This design comes from an exercise in tuning for small area, a short achievable clock period and few clock cycles on the open sky130 flow, not from production work. Function was not checked in any run shown here: the RTL went through the layout flow alone.

`flow/run.sh`:
```
#!/bin/bash
set -euo pipefail
export BUFFER_PORTS_ARGS="-buffer_cell sky130_fd_sc_hd__buf_1"
bash standard.sh finish > standard_flow.log 2>&1
```
`standard.sh`:
```
#!/bin/bash
# synth_recipe.tcl (not shown) runs the flow's synth.tcl, then flattens the netlist and writes it again
# the make line also repeats each setting of config.mk as NAME=value (left out here)
make -C /OpenROAD-flow-scripts/flow DESIGN_CONFIG=/design/flow/config.mk WORK_HOME=/design/flow/orfs CLKGATE_MAP_FILE= SYNTH_SCRIPT=/design/flow/synth_recipe.tcl "${@:-finish}"
```
`config.mk`:
```
export PLATFORM = sky130hd
export DESIGN_NAME = cordic
export DESIGN_NICKNAME = cordic
export VERILOG_FILES = /design/flow/design.v
export SDC_FILE = /design/flow/constraint.sdc
export NUM_CORES = 4
export LEC_CHECK = 0
export CAP_MARGIN = 20
export CORE_MARGIN = 2
export CORE_UTILIZATION = 40
export SETUP_SLACK_MARGIN = 5
export SLEW_MARGIN = 20
```
`constraint.sdc`:
```
create_clock -name core_clock -period 10.0 [get_ports {i_clk}]
set_input_delay 2.0000 -clock core_clock [delete_from_list [all_inputs] [get_ports {i_clk}]]
set_output_delay 2.0000 -clock core_clock [all_outputs]
set_load 0.01 [all_outputs]
```
`design.v`:
```
module fxp_smul
#( parameter QINT=8,
    parameter QFRAC=16)
(out, a, b);
    localparam BIT_WIDTH = QINT + QFRAC; 
    output signed [BIT_WIDTH-1:0] out;
    input signed [BIT_WIDTH-1:0] a;
    input signed [BIT_WIDTH-1:0] b;
    wire [BIT_WIDTH*2-1:0] mul_out;
    assign mul_out = a * b;
    assign out = {mul_out[BIT_WIDTH*2-1],mul_out[BIT_WIDTH*2-QINT-2:QFRAC]};
endmodule
module cordic(i_clk, i_rst, i_en, o_vld, o_cosine, o_sine, i_theta);
    input i_clk;
    input i_rst;
    input i_en;
    input signed [23:0] i_theta;
    output signed [23:0] o_cosine;
    output signed [23:0] o_sine;
    output o_vld;
    localparam W = 19;
    reg signed [W-1:0] x, y, q;
    reg signed [23:0]  p;
    reg [5:0]          cnt;      
    reg                busy;
    reg                rot;      
    reg                lst;      
    reg [3:0]          shx;      
    reg [3:0]          shyn;     
    reg                ix, iy;   
    reg                cxr, cyr; 
    reg                ip;       
    reg                m1;       
    reg                vld;
    assign o_vld = vld;
    assign o_cosine = {{6{y[W-1]}}, y[W-1:1]};
    assign o_sine   = {{6{x[W-1]}}, x[W-1:1]};
    wire [4:0] ai = cnt[5:1];
    wire [15:0] ang =
        ai == 5'd0  ? 16'hc90f :
        ai == 5'd1  ? 16'h76b1 :
        ai == 5'd2  ? 16'h3eb6 :
        ai == 5'd3  ? 16'h1fd5 :
        ai == 5'd4  ? 16'h0ffa :
        ai == 5'd5  ? 16'h07ff :
        ai == 5'd6  ? 16'h03ff :
        ai == 5'd7  ? 16'h01ff :
        ai == 5'd8  ? 16'h00ff :
        ai == 5'd9  ? 16'h007f :
        ai == 5'd10 ? 16'h003f :
        ai == 5'd11 ? 16'h001f :
        ai == 5'd12 ? 16'h0010 :
        ai == 5'd13 ? 16'h0008 :
        ai == 5'd14 ? 16'h0004 : 16'h0000;
    wire rw = rot | lst;
    wire signed [W-1:0] ax = rw ? x : q;
    wire signed [W-1:0] ay = rw ? y : p[W-1:0];
    wire signed [W-1:0] sx = y >>> shx;
    wire signed [W-1:0] sy = x >>> (~shyn);
    wire cx = cxr | (m1 & ~|y[1:0]);
    wire cy = cyr | (m1 & ~|x[1:0]);
    wire [W:0]  xs1 = {ax, cx} + {ix ? ~sx : sx, cx};
    wire [W:0]  ys1 = {ay, cy} + {iy ? ~sy : sy, cy};
    wire [24:0] ps1 = {p, ip} + {ip ? ~{8'd0, ang} : {8'd0, ang}, ip};
    wire signed [W-1:0] xa = xs1[W:1];
    wire signed [W-1:0] ya = ys1[W:1];
    wire signed [23:0]  pa = ps1[24:1];
    wire [5:0] cn = cnt + 6'd1;
    wire [3:0] shn = cn < 6'd30 ? cn[4:1] : (cn == 6'd34 ? 4'd4 : 4'd2);
    wire       minv = cn != 6'd34;
    always @(posedge i_clk) begin
        if (i_rst) begin
            busy <= 1'b0;
            vld  <= 1'b0;
        end else if (i_en) begin
            busy <= 1'b1;
            vld  <= 1'b0;
        end else begin
            vld <= busy && cnt == 6'd35;
            if (busy && cnt == 6'd35) busy <= 1'b0;
        end
        if (lst) q <= xa;
        if (i_en) begin
            x    <= 19'sh10000;
            y    <= 0;
            p    <= i_theta;
            cnt  <= 0;
            rot  <= 1'b1;
            lst  <= 1'b0;
            shx  <= 4'd0;
            shyn <= 4'd15;
            ix   <= ~i_theta[23];
            iy   <=  i_theta[23];
            cxr  <= ~i_theta[23];
            cyr  <=  i_theta[23];
            ip   <= ~i_theta[23];
            m1   <= 1'b0;
        end else begin
            cnt <= cn;
            if (rot) begin
                x <= xa;
                y <= ya;
            end else begin
                x <= ya;
                y <= xa;
            end
            if (lst) p[W-1:0] <= ya;
            else     p <= pa;
            rot  <= cn < 6'd29;
            lst  <= cn == 6'd29;
            shx  <= shn;
            shyn <= ~shn;
            ix   <= cn < 6'd30 ? ~pa[23] : minv;
            iy   <= cn < 6'd30 ?  pa[23] : minv;
            cxr  <= cn < 6'd30 & ~pa[23];
            cyr  <= cn < 6'd30 &  pa[23];
            ip   <= cn < 6'd30 & ~pa[23];
            m1   <= cn == 6'd30;
        end
    end
endmodule
```
==> results by group, run 1 <==
Drt
  – WL met2: 13220 um
  – Via count: 8556
  – Wire length on met3: 1421 um
  – Top Metal Used: met4
  – Pre-antenna DRT Iters: 5
  – DRC: 0
  – 1st-iter DRT viols: 578
  – WL met1: 13600 um
  – Avg Vias per Cell: 5.659
  – Drt total wl: about 29000 um
  – Detail Route Antenna Nets: 0
  – Wire length per cell: 18.96 um

Synthesis
  – Synth area leader: dfxtp_1
  – Most used DFF post-synth: dfxtp_1
  – Warnings, synthesis: 1
  – Synth cell count leaders: nand2_1, nor2_1, a21oi_1
  – Syn_area_per_cell: 8.208 um2
  – Top cells by area, synth: dfxtp_1, ha_1, edfxtp_1, mux2i_1, mux2_2
  – Syn Std Cell Area: 0.009882 mm2
  – Syn_nets: 1295
  – Syn Inst Count: 1204
  – Register bit total from synthesis: about 100
  – Unique masters post-synth: 74
  – Post-synthesis sequential area ratio: 23.50%
  – Post-synth EDFFs: 24
  – Ys async rst share: 0%
  – Count leader, synth: nand2_1
  – Top cell type's share of synthesized area: 16.21%

Timing
  – Final setup TNS: 0 ns
  – Tmin final: 4.706 ns
  – Worst-Margin Slew: 1.062 ns
  – Max transition margin: 29.12%
  – Hold_ws: 0.4923 ns
  – RSZ-0062 raised after global routing: no
  – Worst clock skew: 0.01249 ns
  – Final WS setup: around 5.3 ns
  – Pins Over Slew Limit: 0
  – Final hold vios: 0
  – Period utilization: 47.06%
  – Max Freq: 212.5 MHz
  – Finish-stage setup viols: 0

CTS
  – Reg clk slew, reported paths: 0.08 ns
  – Clk sinks: 104
  – CTS buffer count: 9
  – Post-CTS setup repair buffer count: 0
  – Worst-Skew Late Latency: around 0.37 ns
  – Clk Tree Root Cell: clkbuf_16
  – Htree depth: 3
  – Clock Path Buffers: 2
  – TritonCTS clock tree: built

GRT
  – Pin count of the biggest net entering global routing: 74
  – GRT Total Usage: 22.04%
  – Final global-route overflow total: 0
  – First-pass GRT wire length: between 40000 and 50000 um
  – Vias in the first global route: between 7000 and 8000
  – Initial antenna violation count: 0

Placement
  – IO buf count: 75
  – Dpl hpwl: roughly 22000 um
  – GPL Wtd Cong: 0.9324
  – DP Worst Slack: 5.000 ns

Worst hold path
  – Hold Path Class: reg -> reg

Finish
  – FILL cells: around 2500
  – Synthesis-to-layout area growth: 4.241%
  – Share of cells above drive strength 1: 8.923%
  – Final nets: 1274
  – N_diodes: 0

Flow run
  – MaxCap Viol Count: 0

Status
  – Status: timing/DRC/antenna clean

Setup path
  – Worst path arrival time: 4.91 ns
  – Crit Path Class: reg -> reg
  – Setup slack on the worst flop-to-flop path: approximately 5.3 ns
  – CP endpoint kind: flop
  – CP Data Required Time: 10.21 ns
  – Startpoint types: flop
  – Critical Path Fanout Max: 22

Die
  – Core ar.: 0.02432 mm2
  – Die ar.: 0.02598 mm2
  – FP Rows: 57
  – Vert. Die Dim: 161.2 um
  – I/O pins: between 70 and 80
  – Die W: 161.2 um
  – Initial Util: between 40 and 50%
-- logic make-up (layout without fill, tap and decap cells) --
group,Yosys count,after routing,share of synthesized area [%]
xor+xnor,111,111,9.838
simple gates,348,348,16.30
flops,104,104,23.50
buf+inv,156,140,7.951
compound gates,296,296,19.22
mux,125,125,14.94
fa+ha+maj,64,64,8.255
-- metal layers --
layer  vias up  global-route usage (%)
met5         -                       0
met4         0                   4.789
met3        24                   2.928
met2       234                   35.80
met1      4048                   31.31
li1       4250                       -
-- state kept, by name (all words and copies together), names as in the netlist, 4 cells and up --
name / flops
cnt: 6
p: 24
q: 19
shx: 4
shyn: 4
x: 19
y: 19
-- repair_timing --
item / 4_1_cts / 5_1_grt
gates cloned: 0 / 0
endpoints found under the hold margin: 0 / 0
endpoints found under the setup margin: 3 / 2
hold buffers: 0 / 0
gates resized for setup: 2 / 2
-- cell type report --
| cell class | count | area [um2] | area share [%] |
|---|---|---|---|
| clock inverter | 6 | 57.56 | 0.5587 |
| clock buffer | 10 | 229.0 | 2.223 |
| sequential | 104 | 2326 | 22.58 |
| multi-input combinational | 944 | 6790 | 65.92 |
| tap | 324 | 405.4 | 3.935 |
| inverter | 42 | 157.7 | 1.530 |
| timing repair buffer | 82 | 335.3 | 3.255 |
-- path summary, 6_finish.rpt --
check        startpoint    end  depth (start not counted)
min                busy   busy                          2
max reg2reg     shyn[1]  p[15]                         12
max             shyn[1]  p[15]                         12
min reg2reg        busy   busy                          2
-- stage by stage --
| step | util [%] | area (um2) | cells |
|---|---|---|---|
| floorplan | - | 9882 | 1204 |
| finish | 42.36 | 10300 | 1512 |
| detailed placement | 41.13 | 10000 | 1496 |
| CTS | 42.32 | 10290 | 1512 |
| global placement | 41.13 | 10000 | 1496 |
| global route | 42.36 | 10300 | 1512 |
-- critical path: stages (launching register included) --
cell and delay (ns):
dfxtp_2 0.65, mux2_2 0.41, mux2_2 0.30, mux4_2 0.47, xor2_1 0.17, ha_1 0.41, a2111oi_1 0.59, a211o_1 0.29
a211oi_1 0.13, or3_1 0.37, a21oi_1 0.18, xor2_1 0.42, a222oi_1 0.16
-- placed cells by master (no fill, tap or decap), types with 7 or more instances in the layout --
| cell | Yosys | final |
|---|---|---|
| nand3_1 | 28 | 28 |
| edfxtp_1 | 24 | 24 |
| nand2_1 | 117 | 117 |
| nor3b_1 | 8 | 8 |
| a21o_1 | 19 | 19 |
| ha_1 | 62 | 62 |
| o211ai_1 | 13 | 13 |
| o21a_1 | 10 | 10 |
| buf_4 | 48 | 7 |
| xor2_1 | 54 | 54 |
| clkbuf_16 | 0 | 9 |
| nand2b_1 | 11 | 11 |
| mux2i_1 | 62 | 62 |
| inv_1 | 41 | 41 |
| mux4_2 | 13 | 13 |
| a211oi_1 | 26 | 26 |
| o22ai_1 | 8 | 8 |
| nor2b_1 | 16 | 16 |
| mux2_2 | 50 | 50 |
| xnor2_1 | 57 | 57 |
| nand4_1 | 8 | 8 |
| o21ai_0 | 67 | 67 |
| or3_1 | 10 | 10 |
| nor3_1 | 18 | 18 |
| buf_1 | 13 | 74 |
| a21oi_1 | 82 | 82 |
| a31oi_1 | 16 | 16 |
| nor2_1 | 103 | 102 |
| dfxtp_1 | 80 | 77 |
==> run 2, diff against run 1 <==
--- a/design.v
+++ b/design.v
@@ -25,6 +25,8 @@
     reg                busy;
     reg                rot;      
     reg                lst;      
+    reg                rwx;      
+    reg                rwyn;     
     reg [3:0]          shx;      
     reg [3:0]          shyn;     
     reg                ix, iy;   
@@ -52,9 +54,8 @@
         ai == 5'd12 ? 16'h0010 :
         ai == 5'd13 ? 16'h0008 :
         ai == 5'd14 ? 16'h0004 : 16'h0000;
-    wire rw = rot | lst;
-    wire signed [W-1:0] ax = rw ? x : q;
-    wire signed [W-1:0] ay = rw ? y : p[W-1:0];
+    wire signed [W-1:0] ax = rwx ? x : q;
+    wire signed [W-1:0] ay = rwyn ? p[W-1:0] : y;
     wire signed [W-1:0] sx = y >>> shx;
     wire signed [W-1:0] sy = x >>> (~shyn);
     wire cx = cxr | (m1 & ~|y[1:0]);
@@ -87,6 +88,8 @@
             cnt  <= 0;
             rot  <= 1'b1;
             lst  <= 1'b0;
+            rwx  <= 1'b1;
+            rwyn <= 1'b0;
             shx  <= 4'd0;
             shyn <= 4'd15;
             ix   <= ~i_theta[23];
@@ -108,6 +111,8 @@
             else     p <= pa;
             rot  <= cn < 6'd29;
             lst  <= cn == 6'd29;
+            rwx  <= cn < 6'd30;
+            rwyn <= ~(cn < 6'd30);
             shx  <= shn;
             shyn <= ~shn;
             ix   <= cn < 6'd30 ? ~pa[23] : minv;
==> run.sh (new file) <==
#!/bin/bash
# synth_recipe.tcl (not shown) runs the flow's synth.tcl, then flattens the netlist and writes it again
# the make line also repeats each setting of config.mk as NAME=value (left out here)
make -C /OpenROAD-flow-scripts/flow DESIGN_CONFIG=/design/flow/config.mk WORK_HOME=/design/flow/orfs CLKGATE_MAP_FILE= SYNTH_SCRIPT=/design/flow/synth_recipe.tcl finish
removed: flow/run.sh
removed: standard.sh
==> run 2 against run 1 <==
Compared with the run above:
- still clean
- utilization grew 2.3 points
- flip-flop and latch count increased by 2
- first-iteration DRC count grew 25%
- synthesized area up 1.0%
- sequential share of layout area shrank 0.84 points
- maximum frequency increased by 1.9%
- via count grew 0.69%
- register-to-register slack improved by 0.09 ns
- die area up 1.0%
- critical path type unchanged
- critical endpoint is now q[12]
- largest cell class unchanged
- highest routed layer unchanged
==> results by group, run 2 <==
Drt
  – 1st-iter DRT viols: between 700 and 800
  – Via count: 8615
  – DRC: 0
  – Wire length on met3: 1762 um
  – Pre-antenna DRT Iters: 5
  – Top Metal Used: met4
  – Avg Vias per Cell: 5.675
  – WL met2: 13300 um
  – Drt total wl: 29750 um
  – WL met1: 13810 um
  – Detail Route Antenna Nets: 0
  – Wire length per cell: 19.59 um

Finish
  – N_diodes: 0
  – Commonest cells after routing, fill and taps aside: nor2_1, nand2_1, a21oi_1, dfxtp_1, mux2i_1
  – FILL cells: ~2500
  – Share of cells above drive strength 1: about 9.1%
  – Sequential Area: ~0.0024 mm2
  – Multi-input logic area: approximately 0.007 mm2
  – Commonest non-fill, non-tap cell in the layout: nor2_1
  – Synthesis-to-layout area growth: 9.149%
  – Largest Register: p
  – Final nets: 1280
  – Max FFs per register: 24

Setup path
  – Crit Path Class: reg -> reg
  – Startpoint types: flop
  – CP Data Required Time: between 10 and 15 ns
  – CP endpoint kind: flop
  – Critical Path Fanout Max: 24
  – Worst path arrival time: 4.71 ns

Placement
  – Dpl hpwl: 22860 um
  – GPL Wtd Cong: roughly 0.91
  – IO buf count: 75

GRT
  – Pin count of the biggest net entering global routing: 44
  – Final global-route overflow total: 0
  – GRT Total Usage: 22.51%
  – First-pass GRT wire length: 45310 um
  – Vias in the first global route: slightly below 8000
  – Initial antenna violation count: 0

Die
  – Initial Util: 40.93%
  – Vert. Die Dim: around 160 um
  – FP Rows: 57
  – Die W: 162.0 um
  – I/O pins: 76
  – Core ar.: 0.02439 mm2
  – Die ar.: 0.02624 mm2

Synthesis
  – Unique masters post-synth: 73
  – Syn Std Cell Area: 0.009983 mm2
  – Syn_area_per_cell: between 8 and 9 um2
  – Syn_nets: 1298
  – Post-synthesis sequential area ratio: 23.66%
  – Top cells by area, synth: dfxtp_1, ha_1, mux2i_1, edfxtp_1, mux2_2
  – Most used DFF post-synth: dfxtp_1
  – Post-synth EDFFs: 24
  – Synth cell count leaders: nor2_1, nand2_1, a21oi_1
  – Warnings, synthesis: 1
  – Register bit total from synthesis: 106
  – Synth area leader: dfxtp_1
  – Top cell type's share of synthesized area: 16.44%
  – Count leader, synth: nor2_1
  – Ys async rst share: 0%
  – Syn Inst Count: 1207

Timing
  – Finish-stage setup viols: 0
  – Max Freq: 216.6 MHz
  – Hold_ws: 0.4861 ns
  – Period utilization: 46.17%
  – Final setup TNS: 0 ns
  – RSZ-0062 raised after global routing: no
  – Tmin final: 4.617 ns
  – Worst clock skew: approximately 0.014 ns
  – Pins Over Slew Limit: 0
  – Worst-Margin Slew: between 1 and 1.5 ns
  – Final hold vios: 0
  – Max transition margin: 31.23%

Status
  – Status: timing/DRC/antenna clean

CTS
  – Htree depth: 3
  – Hold_buf cts: 0
  – CTS buffer count: 9
  – Worst-Skew Late Latency: 0.36 ns
  – Reg clk slew, reported paths: 0.08 ns
  – TritonCTS clock tree: built
  – Clock Path Buffers: 2
  – Clk Tree Root Cell: clkbuf_16
  – Clk sinks: 106

Worst hold path
  – Hold Path Class: reg -> reg

Flow run
  – MaxCap Viol Count: 0
run 2: layout make-up:
cell class,instances,area share [%]
clock buffers,12,2.262
multi-input cells,939,62.58
repair buffers,85,7.532
well taps,324,3.720
inverters,48,1.653
clock inverters,4,0.5167
flip-flops and latches,106,21.74
run 2: kinds of logic (layout without fill, tap and decap cells):
family / count (synthesis) / count (layout) / share of synthesized area [%]
adder cells (fa/ha/maj): 64 / 64 / 8.171
AND/OR/NAND/NOR: 329 / 329 / 15.20
XOR/XNOR: 108 / 108 / 9.475
flip-flops: 106 / 106 / 23.66
multiplexers: 138 / 138 / 16.08
AO/OA/AOI/OAI: 300 / 300 / 19.38
buffers and inverters: 162 / 149 / 8.033
run 2: what timing repair did:
| item | in CTS | in global routing |
|---|---|---|
| endpoints found under the setup margin | 0 | 7 |
| gates resized for setup | 0 | 3 |
| buffers inserted | 0 | 0 |
run 2: routing by layer:
| metal | GRT usage, % | vias to the layer above |
|---|---|---|
| li1 | - | 4271 |
| met1 | 31.53 | 4000 |
| met2 | 35.90 | 300 |
| met3 | 2.630 | 44 |
| met4 | 7.763 | 0 |
| met5 | 0 | - |
run 2: per-stage QoR:
stage | cell area, um2 | cells | setup slack (ns) | util, %
after floorplan | 9983 | 1207 | 5.930 | -
after global placement | 10590 | 1502 | 5.351 | 43.42
after detailed placement | 10590 | 1502 | 5.225 | 43.42
after CTS | 10890 | 1518 | 5.232 | 44.66
after global routing | 10900 | 1518 | 5.007 | 44.68
final | 10900 | 1518 | 5.383 | 44.68
run 2: final timing paths:
path / startpoint / endpoint / slack, ns / cells past startpoint
setup / recovery: shx[1] / q[12] / 5.38 / 15
hold / removal: busy / busy / 0.49 / 2
setup reg to reg: shx[1] / q[12] / 5.38 / 15
hold reg to reg: busy / busy / 0.49 / 2
run 2: worst max-delay path, cell delays in order (launching register included):
cell,delay [ns]
dfxtp_1,1.00
mux2_2,0.43
nor2_1,0.09
a21oi_1,0.06
mux2_2,0.30
o21a_1,0.18
xor2_1,0.15
ha_1,0.36
nand3_1,0.09
a21oi_1,0.26
o21a_1,0.22
o21ai_0,0.14
a311oi_1,0.56
mux2i_1,0.15
nor2_1,0.31
inv_1,0.07

[re-timing with driven ports]
No port has a modelled driver above. Below, the same layouts with a new extraction and two added sets of constraints.
Step 1 (the two cells are an assumption about what drives the block):
set clk [get_ports {i_clk}]
set_driving_cell -lib_cell sky130_fd_sc_hd__clkbuf_16 $clk
set_driving_cell -lib_cell sky130_fd_sc_hd__buf_2 [delete_from_list [all_inputs] $clk]
Step 2, shift: input delay + t, output delay - t, t = (earliest + latest rising clock arrival at the registers) / 2. This alone moves slack from input paths to output paths.
Slacks: ideal / step 1 / step 2; pairs: ideal / step 1.
run	shift t [ns]	setup WS [ns]	worst setup path at the end	worst register clock-pin slew, ns
run 1	0.413	5.294 / 5.294 / 5.294	register to register	0.08 / 0.08
run 2	0.401	5.383 / 5.383 / 5.383	register to register	0.08 / 0.08
After both steps every run listed still meets setup and hold.
